From an optimization exercise on the open Yosys and OpenROAD flow, aimed at small area, a short achievable clock period and few clock cycles; shortcuts taken in it are not production practice. Function was checked by simulation only, so behaviour that the tests miss may differ from the original. No activity file was given, so power comes from the tool's default toggle rates.

==> flow/design.v (excerpt) <==
module trimuldiv (
	input wire clk,
	input wire rst,
	input wire mul_start,
	input wire div_start,
	input wire [17:0] lhs,
	input wire [17:0] rhs,
	output wire mul_done,
	output wire [17:0] mul_res,
	output wire signed [1:0] mul_sf,
	output wire div_done,
	output wire div_by0,
	output wire [17:0] div_quo,
	output wire signed [1:0] div_quo_sf,
	output wire [17:0] div_rem,
	output wire signed [1:0] div_rem_sf
);
For scale: roughly 850 cells after synthesis, roughly 71 flip-flops, ~5400 um2 of cells after synthesis.
clock: 17.0 ns
lec_check: 0
abc_area: 1
cap_margin: 20
core_margin: 2
core_utilization: 65
slew_margin: 20
standard.sh (not shown) runs the stock make flow with config.mk's settings and CLKGATE_MAP_FILE= SYNTH_SCRIPT=/design/flow/synth_recipe.tcl, a recipe that flattens the netlist after the stock synthesis.
==> flow/flow/run.sh <==
#!/bin/bash
# Standard layout with a small buffer on every port; the timing repairs aim
# for extra setup slack on the worst paths; a smaller clock tree without
# stronger flip-flops driving them.
set -euo pipefail
HERE=$(pwd)
export BUFFER_PORTS_ARGS="-buffer_cell sky130_fd_sc_hd__buf_1"
export SETUP_SLACK_MARGIN=12.5
export TNS_END_PERCENT=0
export CTS_ARGS="-sink_clustering_enable -repair_clock_nets -dont_use_dummy_load -sink_clustering_size 30 -buf_list sky130_fd_sc_hd__clkbuf_8"
bash standard.sh > standard.log 2>&1
The first run finished with timing, DRC and antenna clean.
Testbench counts at the start, summed over its fixed seeds: cycles 27,762.
Edit:
--- a/flow/flow/run.sh
+++ b/flow/flow/run.sh
@@ -2,7 +2,6 @@
 # Standard layout with a small buffer on every port; the timing repairs aim
 # for extra setup slack on the worst paths; a smaller clock tree without
-# stronger flip-flops driving them.
+# dummy loads.
 set -euo pipefail
-HERE=$(pwd)
 export BUFFER_PORTS_ARGS="-buffer_cell sky130_fd_sc_hd__buf_1"
 export SETUP_SLACK_MARGIN=12.5
What happened:
- worst hold slack does not change
- routed wire length stays the same
- core utilization is unchanged
- first-iteration DRC count is unchanged
- non-clock buffer count stays the same
- final area stays the same
- clock skew is unchanged
- count of clock-buffer cells in the layout stays the same
Edit:
Settings changed: CORE_UTILIZATION 65 to 70.
The new run finished clean.
Via count rose by 3.3%.
Flip-flop and latch count does not change.
Fmax stays flat.
Clock power stays flat.
Wire length rose by 0.62%.
Sequential power is about the same.
Non-clock buffer count rose by 4.
Hold slack improves by 0.014 ns.
Edit:
==> flow/flow/run.sh (replaced) <==
#!/bin/bash
# Standard layout with a small buffer on every port; the timing repairs aim
# for extra setup slack on the worst paths; a smaller clock tree without
# dummy loads; after global placement, stronger output buffers and
# stronger flip-flops driving them.
set -euo pipefail
HERE=$(pwd)
export BUFFER_PORTS_ARGS="-buffer_cell sky130_fd_sc_hd__buf_1"
export SETUP_SLACK_MARGIN=12.35
export TNS_END_PERCENT=0
export CTS_ARGS="-sink_clustering_enable -repair_clock_nets -dont_use_dummy_load -sink_clustering_size 30 -buf_list sky130_fd_sc_hd__clkbuf_8"
export POST_GLOBAL_PLACE_TCL=$HERE/flow/upsize_out.tcl
bash standard.sh > standard.log 2>&1
==> flow/flow/upsize_out.tcl (new file) <==
# Output ports: a stronger port buffer, and a stronger flip-flop driving it.
proc my_upsize_outputs {} {
  set nb 0
  set nf 0
  set block [ord::get_db_block]
  foreach bt [$block getBTerms] {
    if {[$bt getIoType] != "OUTPUT"} { continue }
    set net [$bt getNet]
    foreach it [$net getITerms] {
      if {![$it isOutputSignal]} { continue }
      set inst [$it getInst]
      if {[[$inst getMaster] getName] == "sky130_fd_sc_hd__buf_1"} {
        replace_cell [get_cells [$inst getName]] sky130_fd_sc_hd__buf_2
        incr nb
      }
      foreach it2 [$inst getITerms] {
        if {![$it2 isInputSignal]} { continue }
        set n2 [$it2 getNet]
        if {$n2 == "NULL"} { continue }
        foreach it3 [$n2 getITerms] {
          if {![$it3 isOutputSignal]} { continue }
          set i3 [$it3 getInst]
          if {[regexp {^sky130_fd_sc_hd__dfxtp_1$} [[$i3 getMaster] getName]]} {
            replace_cell [get_cells [$i3 getName]] sky130_fd_sc_hd__dfxtp_2
            incr nf
          }
        }
      }
    }
  }
  puts "my_upsize_outputs: $nb buffers, $nf flip-flops"
}
my_upsize_outputs
Settings changed: CORE_UTILIZATION 70 to 65.
After rerunning: Via count goes down by about 1%; core utilization goes down by 3.2 points; sequential power goes up by about 2%; worst setup slack improves by 0.070 ns; wire length goes up by about 1.3%.
Edit:
--- a/flow/flow/run.sh
+++ b/flow/flow/run.sh
@@ -7,5 +7,5 @@
 HERE=$(pwd)
 export BUFFER_PORTS_ARGS="-buffer_cell sky130_fd_sc_hd__buf_1"
-export SETUP_SLACK_MARGIN=12.35
+export SETUP_SLACK_MARGIN=12.75
 export TNS_END_PERCENT=0
 export CTS_ARGS="-sink_clustering_enable -repair_clock_nets -dont_use_dummy_load -sink_clustering_size 30 -buf_list sky130_fd_sc_hd__clkbuf_8"
--- a/flow/flow/upsize_out.tcl
+++ b/flow/flow/upsize_out.tcl
@@ -22,5 +22,5 @@
           set i3 [$it3 getInst]
           if {[regexp {^sky130_fd_sc_hd__dfxtp_1$} [[$i3 getMaster] getName]]} {
-            replace_cell [get_cells [$i3 getName]] sky130_fd_sc_hd__dfxtp_2
+            replace_cell [get_cells [$i3 getName]] sky130_fd_sc_hd__dfxtp_4
             incr nf
           }
What happened: Routed wire length goes up by 6.4%; power goes up by 7.2%; via count goes up by 2.7%; synthesized area stays the same.
Edit:
--- a/flow/flow/run.sh
+++ b/flow/flow/run.sh
@@ -7,5 +7,5 @@
 HERE=$(pwd)
 export BUFFER_PORTS_ARGS="-buffer_cell sky130_fd_sc_hd__buf_1"
-export SETUP_SLACK_MARGIN=12.75
+export SETUP_SLACK_MARGIN=12.65
 export TNS_END_PERCENT=0
 export CTS_ARGS="-sink_clustering_enable -repair_clock_nets -dont_use_dummy_load -sink_clustering_size 30 -buf_list sky130_fd_sc_hd__clkbuf_8"
--- a/flow/flow/upsize_out.tcl
+++ b/flow/flow/upsize_out.tcl
@@ -22,5 +22,5 @@
           set i3 [$it3 getInst]
           if {[regexp {^sky130_fd_sc_hd__dfxtp_1$} [[$i3 getMaster] getName]]} {
-            replace_cell [get_cells [$i3 getName]] sky130_fd_sc_hd__dfxtp_4
+            replace_cell [get_cells [$i3 getName]] sky130_fd_sc_hd__dfxtp_2
             incr nf
           }
Settings changed: CORE_UTILIZATION 65 to 58.
=> The changed run ran to the end with no violations; hold slack is about the same; sequential power fell by about 3%; routed wire length fell by 1.8%; non-clock buffer count fell by 9; clock skew fell by 0.0085 ns; synthesized area stays the same; cell area fell by 4.2%.

* * *

## north
The RTL this note starts from:
==> flow/design.v <==
function tp_(input [1:0] t); tp_ = t[0] & !t[1]; endfunction
function tn_(input [1:0] t); tn_ = t[1]; endfunction
function tz_(input [1:0] t); tz_ = !t[0]; endfunction
function [3:0] tfa(input [1:0] a, input [1:0] b, input cp, input ge);
	reg w2, w1, w0, wm1, wm2, c1, c0, cm, sp, sn, cpo, geo;
	begin
		w2 = tp_(a) & tp_(b);
		wm2 = tn_(a) & tn_(b);
		w1 = (tp_(a) & tz_(b)) | (tz_(a) & tp_(b));
		wm1 = (tn_(a) & tz_(b)) | (tz_(a) & tn_(b));
		w0 = !(w2 | wm2 | w1 | wm1);
		c1 = cp;
		c0 = ge & !cp;
		cm = !ge;
		sp = (w1 & c0) | (w0 & c1) | (w2 & cm) | (wm2 & c0) | (wm1 & cm);
		sn = (wm1 & c0) | (w0 & cm) | (wm2 & c1) | (w2 & c0) | (w1 & c1);
		cpo = (w2 & ge) | (w1 & cp);
		geo = !((wm2 & !cp) | (wm1 & !ge));
		tfa = {cpo, geo, sn, sp | sn};
	end
endfunction
`timescale 1ps / 1ps
`default_nettype none
module trisign #(parameter N = 9) (
	input wire [N-1:0] p,
	input wire [N-1:0] n,
	output reg pos,
	output reg neg
);
integer i;
always @* begin
	pos = 0;
	neg = 0;
	for (i = 0; i < N; i = i + 1) begin
		if (p[i] | n[i]) begin
			pos = p[i];
			neg = n[i];
		end
	end
end
endmodule
`timescale 1ps / 1ps
`default_nettype none
module trimuldiv (
	input wire clk,
	input wire rst,
	input wire mul_start,
	input wire div_start,
	input wire [17:0] lhs,
	input wire [17:0] rhs,
	output wire mul_done,
	output wire [17:0] mul_res,
	output wire signed [1:0] mul_sf,
	output wire div_done,
	output wire div_by0,
	output wire [17:0] div_quo,
	output wire signed [1:0] div_quo_sf,
	output wire [17:0] div_rem,
	output wire signed [1:0] div_rem_sf
);
function tp_(input [1:0] t); tp_ = t[0] & !t[1]; endfunction
function tn_(input [1:0] t); tn_ = t[1]; endfunction
function tz_(input [1:0] t); tz_ = !t[0]; endfunction
function [3:0] tfa(input [1:0] a, input [1:0] b, input cp, input ge);
	reg w2, w1, w0, wm1, wm2, c1, c0, cm, sp, sn, cpo, geo;
	begin
		w2 = tp_(a) & tp_(b);
		wm2 = tn_(a) & tn_(b);
		w1 = (tp_(a) & tz_(b)) | (tz_(a) & tp_(b));
		wm1 = (tn_(a) & tz_(b)) | (tz_(a) & tn_(b));
		w0 = !(w2 | wm2 | w1 | wm1);
		c1 = cp;
		c0 = ge & !cp;
		cm = !ge;
		sp = (w1 & c0) | (w0 & c1) | (w2 & cm) | (wm2 & c0) | (wm1 & cm);
		sn = (wm1 & c0) | (w0 & cm) | (wm2 & c1) | (w2 & c0) | (w1 & c1);
		cpo = (w2 & ge) | (w1 & cp);
		geo = !((wm2 & !cp) | (wm1 & !ge));
		tfa = {cpo, geo, sn, sp | sn};
	end
endfunction
integer i;
reg [17:0] R;
reg [17:0] Q;
reg [17:0] D;
reg [3:0] cnt;
reg busy;
reg isdiv;
reg dm, dd;
reg dz;
reg [1:0] S;	 
reg ng;		 
reg [1:0] QS;	 
reg [1:0] MS;	 
wire [1:0] qtop = Q[17:16];
wire tp = isdiv & tp_(qtop);
wire tn = isdiv & tn_(qtop);
wire [17:0] R1 = {R[15:0], tn, tp | tn};
wire [17:0] Q1 = {Q[15:0], 2'b00};
wire s_pos = tp_(S);
wire s_neg = tn_(S);
reg [8:0] dp, dn, q1p, q1n;
always @* begin
	for (i = 0; i < 9; i = i + 1) begin
		dp[i] = tp_(D[2*i+:2]);
		dn[i] = tn_(D[2*i+:2]);
		q1p[i] = tp_(Q1[2*i+:2]);
		q1n[i] = tn_(Q1[2*i+:2]);
	end
end
wire d_pos, d_neg;
trisign sgn_d(.p(dp), .n(dn), .pos(d_pos), .neg(d_neg));
wire q1_pos, q1_neg;
trisign sgn_q1(.p(q1p), .n(q1n), .pos(q1_pos), .neg(q1_neg));
reg [17:0] N;
always @* begin
	for (i = 0; i < 9; i = i + 1)
		N[2*i+:2] = {D[2*i+1] ^ (ng & D[2*i]), D[2*i]};
end
reg [17:0] L;
reg cp, ge;
reg [3:0] fa;
always @* begin
	cp = 0;
	ge = 1;
	for (i = 0; i < 9; i = i + 1) begin
		fa = tfa(R1[2*i+:2], N[2*i+:2], cp, ge);
		L[2*i+:2] = fa[1:0];
		cp = fa[3];
		ge = fa[2];
	end
end
reg [8:0] lp, ln, wp, wn;
always @* begin
	for (i = 0; i < 9; i = i + 1) begin
		lp[i] = tp_(L[2*i+:2]);
		ln[i] = tn_(L[2*i+:2]);
		wp[i] = (tp_(R1[2*i+:2]) & !ln[i]) | (lp[i] & !tn_(R1[2*i+:2]));
		wn[i] = (tn_(R1[2*i+:2]) & !lp[i]) | (ln[i] & !tp_(R1[2*i+:2]));
	end
end
wire l_pos, l_neg, w_pos, w_neg;
trisign sgn_l(.p(lp), .n(ln), .pos(l_pos), .neg(l_neg));
trisign sgn_w(.p(wp), .n(wn), .pos(w_pos), .neg(w_neg));
wire w_zero = !w_pos && !w_neg;
wire choose_div = (w_pos && s_pos) || (w_neg && s_neg)
	|| (w_zero && ((q1_pos && s_pos) || (q1_neg && s_neg)));
wire choose = isdiv ? choose_div : qtop[0];
wire qt_nz = isdiv && choose_div;
wire [1:0] qtrit = {qt_nz & !ng, qt_nz};
wire [17:0] R_next = choose ? L : R1;
wire [17:0] Q_next = {Q[15:0], qtrit};
wire tx = isdiv && cnt != 0;
wire txp = tx & tp_(Q[15:14]);
wire txn = tx & tn_(Q[15:14]);
wire sa_pos = l_pos | (!l_neg & txp);	 
wire sa_neg = l_neg | (!l_pos & txn);
wire sb_pos = s_pos | (!s_neg & txp);	 
wire sb_neg = s_neg | (!s_pos & txn);
wire sn_pos = choose ? sa_pos : sb_pos;
wire sn_neg = choose ? sa_neg : sb_neg;
wire ng_a = sa_pos ^ d_neg;
wire ng_b = sb_pos ^ d_neg;
wire ng_next = isdiv ? (choose_div ? ng_a : ng_b) : Q[15];
reg [8:0] rp_in, rn_in;
always @* begin
	for (i = 0; i < 9; i = i + 1) begin
		rp_in[i] = tp_(rhs[2*i+:2]);
		rn_in[i] = tn_(rhs[2*i+:2]);
	end
end
wire rhs_pos, rhs_neg;
trisign sgn_rhs(.p(rp_in), .n(rn_in), .pos(rhs_pos), .neg(rhs_neg));
wire ng_start = lhs[17] ^ (div_start & !rhs_neg);
wire start = mul_start | div_start;
always @(posedge clk) begin
	if (busy) begin
		R <= R_next;
		Q <= Q_next;
		S <= {sn_neg, sn_pos | sn_neg};
		ng <= ng_next;
		if (!QS[0])
			QS <= qtrit;
		if (!MS[0])
			MS <= {(tp_(qtop) & d_neg) | (tn_(qtop) & d_pos),
				(tp_(qtop) & d_pos) | (tn_(qtop) & d_neg) | (tp_(qtop) & d_neg) | (tn_(qtop) & d_pos)};
		cnt <= cnt - 1;
	end else begin
		R <= 0;
		Q <= lhs;
		D <= rhs;
		S <= lhs[17:16];
		ng <= ng_start;
		QS <= 0;
		MS <= 0;
		isdiv <= div_start;
		cnt <= 8;
	end
	dz <= !(|D);
	if (rst) begin
		busy <= 0;
		dm <= 0;
		dd <= 0;
	end else begin
		busy <= busy ? (cnt != 0) : start;
		dm <= busy && cnt == 0 && !isdiv;
		dd <= busy && cnt == 0 && isdiv;
	end
end
assign mul_done = dm;
assign mul_res = R;
assign mul_sf = MS;
assign div_done = dd;
assign div_by0 = dz;
assign div_quo = Q;
assign div_rem = R;
assign div_quo_sf = QS;
assign div_rem_sf = S;
endmodule
export LEC_CHECK = 0
export ABC_AREA = 1
export CAP_MARGIN = 20
export CORE_MARGIN = 2
export CORE_UTILIZATION = 40
export SLEW_MARGIN = 20
create_clock -name core_clock -period 17.0 [get_ports {clk}]
==> flow/flow/run.sh <==
#!/bin/bash
# Standard layout with a small buffer on every port; after floorplan every
# cell is downsized to its smallest variant, and the later timing repairs
# size the critical ones back up.
set -euo pipefail
HERE=$(pwd)
export BUFFER_PORTS_ARGS="-buffer_cell sky130_fd_sc_hd__buf_1"
export POST_FLOORPLAN_TCL=$HERE/flow/downsize.tcl
export SETUP_SLACK_MARGIN=${SETUP_SLACK_MARGIN:-12.5}
bash standard.sh > standard.log 2>&1
==> flow/flow/downsize.tcl <==
# Downsize every standard cell to the smallest cell of the same function.
proc my_downsize_all {} {
  set total 0
  set changed 0
  foreach inst [get_cells *] {
    set lc [get_lib_cells -of_objects $inst]
    if {$lc == "NULL" || $lc == ""} { continue }
    set name [get_name $lc]
    if {![regexp {^(sky130_fd_sc_hd__[a-z0-9]+)_([0-9]+)$} $name -> base drv]} { continue }
    set best $name
    set barea [get_property $lc area]
    foreach c [get_lib_cells */${base}_*] {
      set cn [get_name $c]
      if {![regexp "^${base}_\[0-9\]+\$" $cn]} { continue }
      if {[string match "*lpflow*" $cn] || [string match "*probe*" $cn]} { continue }
      set a [get_property $c area]
      if {$a < $barea} { set best $cn; set barea $a }
    }
    if {$best ne $name} {
      replace_cell $inst $best
      incr changed
    }
  }
  puts "my_downsize_all: replaced $changed cells"
}
my_downsize_all
Testbench counts of north, summed over its fixed seeds: cycles 35,200.
Relative to north, the following input files were edited for south:
==> flow/flow/run.sh <==
#!/bin/bash
# Standard layout, but with a small buffer cell on every port.
set -euo pipefail
export BUFFER_PORTS_ARGS="-buffer_cell sky130_fd_sc_hd__buf_1"
bash standard.sh > standard.log 2>&1
removed: flow/flow/downsize.tcl
- Per the comparison of south with north, wire length per cell moved down; wire length of the first global-routing pass moved down; switching share of power moved up.
- Taking north as the reference, in south total power -0.012 mW, met1 usage went down by 1.3 points.
- Diff north -> south: worst hold slack fell 0.0059 ns; clock power went up; sequential cell count shows no meaningful change.
- Looking at wire length, south sits 930 um lower than north does.
- south: number of vias after detailed routing 116 below north

-- separate check: timing with driven ports --
The results above use ideal ports. As a check the final layouts listed here were re-extracted and re-timed, cells and wires unchanged. Step 1 (the two cells are an assumption about what drives the block):
set clk [get_ports {clk}]
set_driving_cell -lib_cell sky130_fd_sc_hd__clkbuf_16 $clk
set_driving_cell -lib_cell sky130_fd_sc_hd__buf_2 [delete_from_list [all_inputs] $clk]
Step 2 also shifts input and output timing later by t, the mid clock arrival at the registers, as if the neighbouring blocks saw the same clock. Three values: ideal, step 1, step 2; two values: the first two.
run | shift t [ns] | setup WS [ns] | worst setup path after step 2 | worst data-port slew with drivers (ns) | pins driven straight from the clock port
the first run of note 1 | 0.371 | 12.529 / 12.496 / 12.731 | register to register | 0.04 | 1
the second run of note 1 | 0.371 | 12.529 / 12.496 / 12.731 | register to register | 0.04 | 1
the third run of note 1 | 0.374 | 12.538 / 12.505 / 12.782 | register to register | 0.04 | 1
the fourth run of note 1 | 0.379 | 12.608 / 12.572 / 12.769 | register to register | 0.04 | 1
the fifth run of note 1 | 0.373 | 12.709 / 12.676 / 12.911 | register to register | 0.04 | 1
the sixth run of note 1 | 0.371 | 12.663 / 12.628 / 12.976 | register to register | 0.04 | 1
north | 0.376 | 12.331 / 12.335 / 11.959 | input to register | 0.05 | 1
south | 0.384 | 12.362 / 12.381 / 11.997 | input to register | 0.04 | 1
After both steps every run listed still meets setup and hold. For north, which loses most, drivers alone change the setup slack by +0.004 ns; drivers and shift together by -0.372 ns.
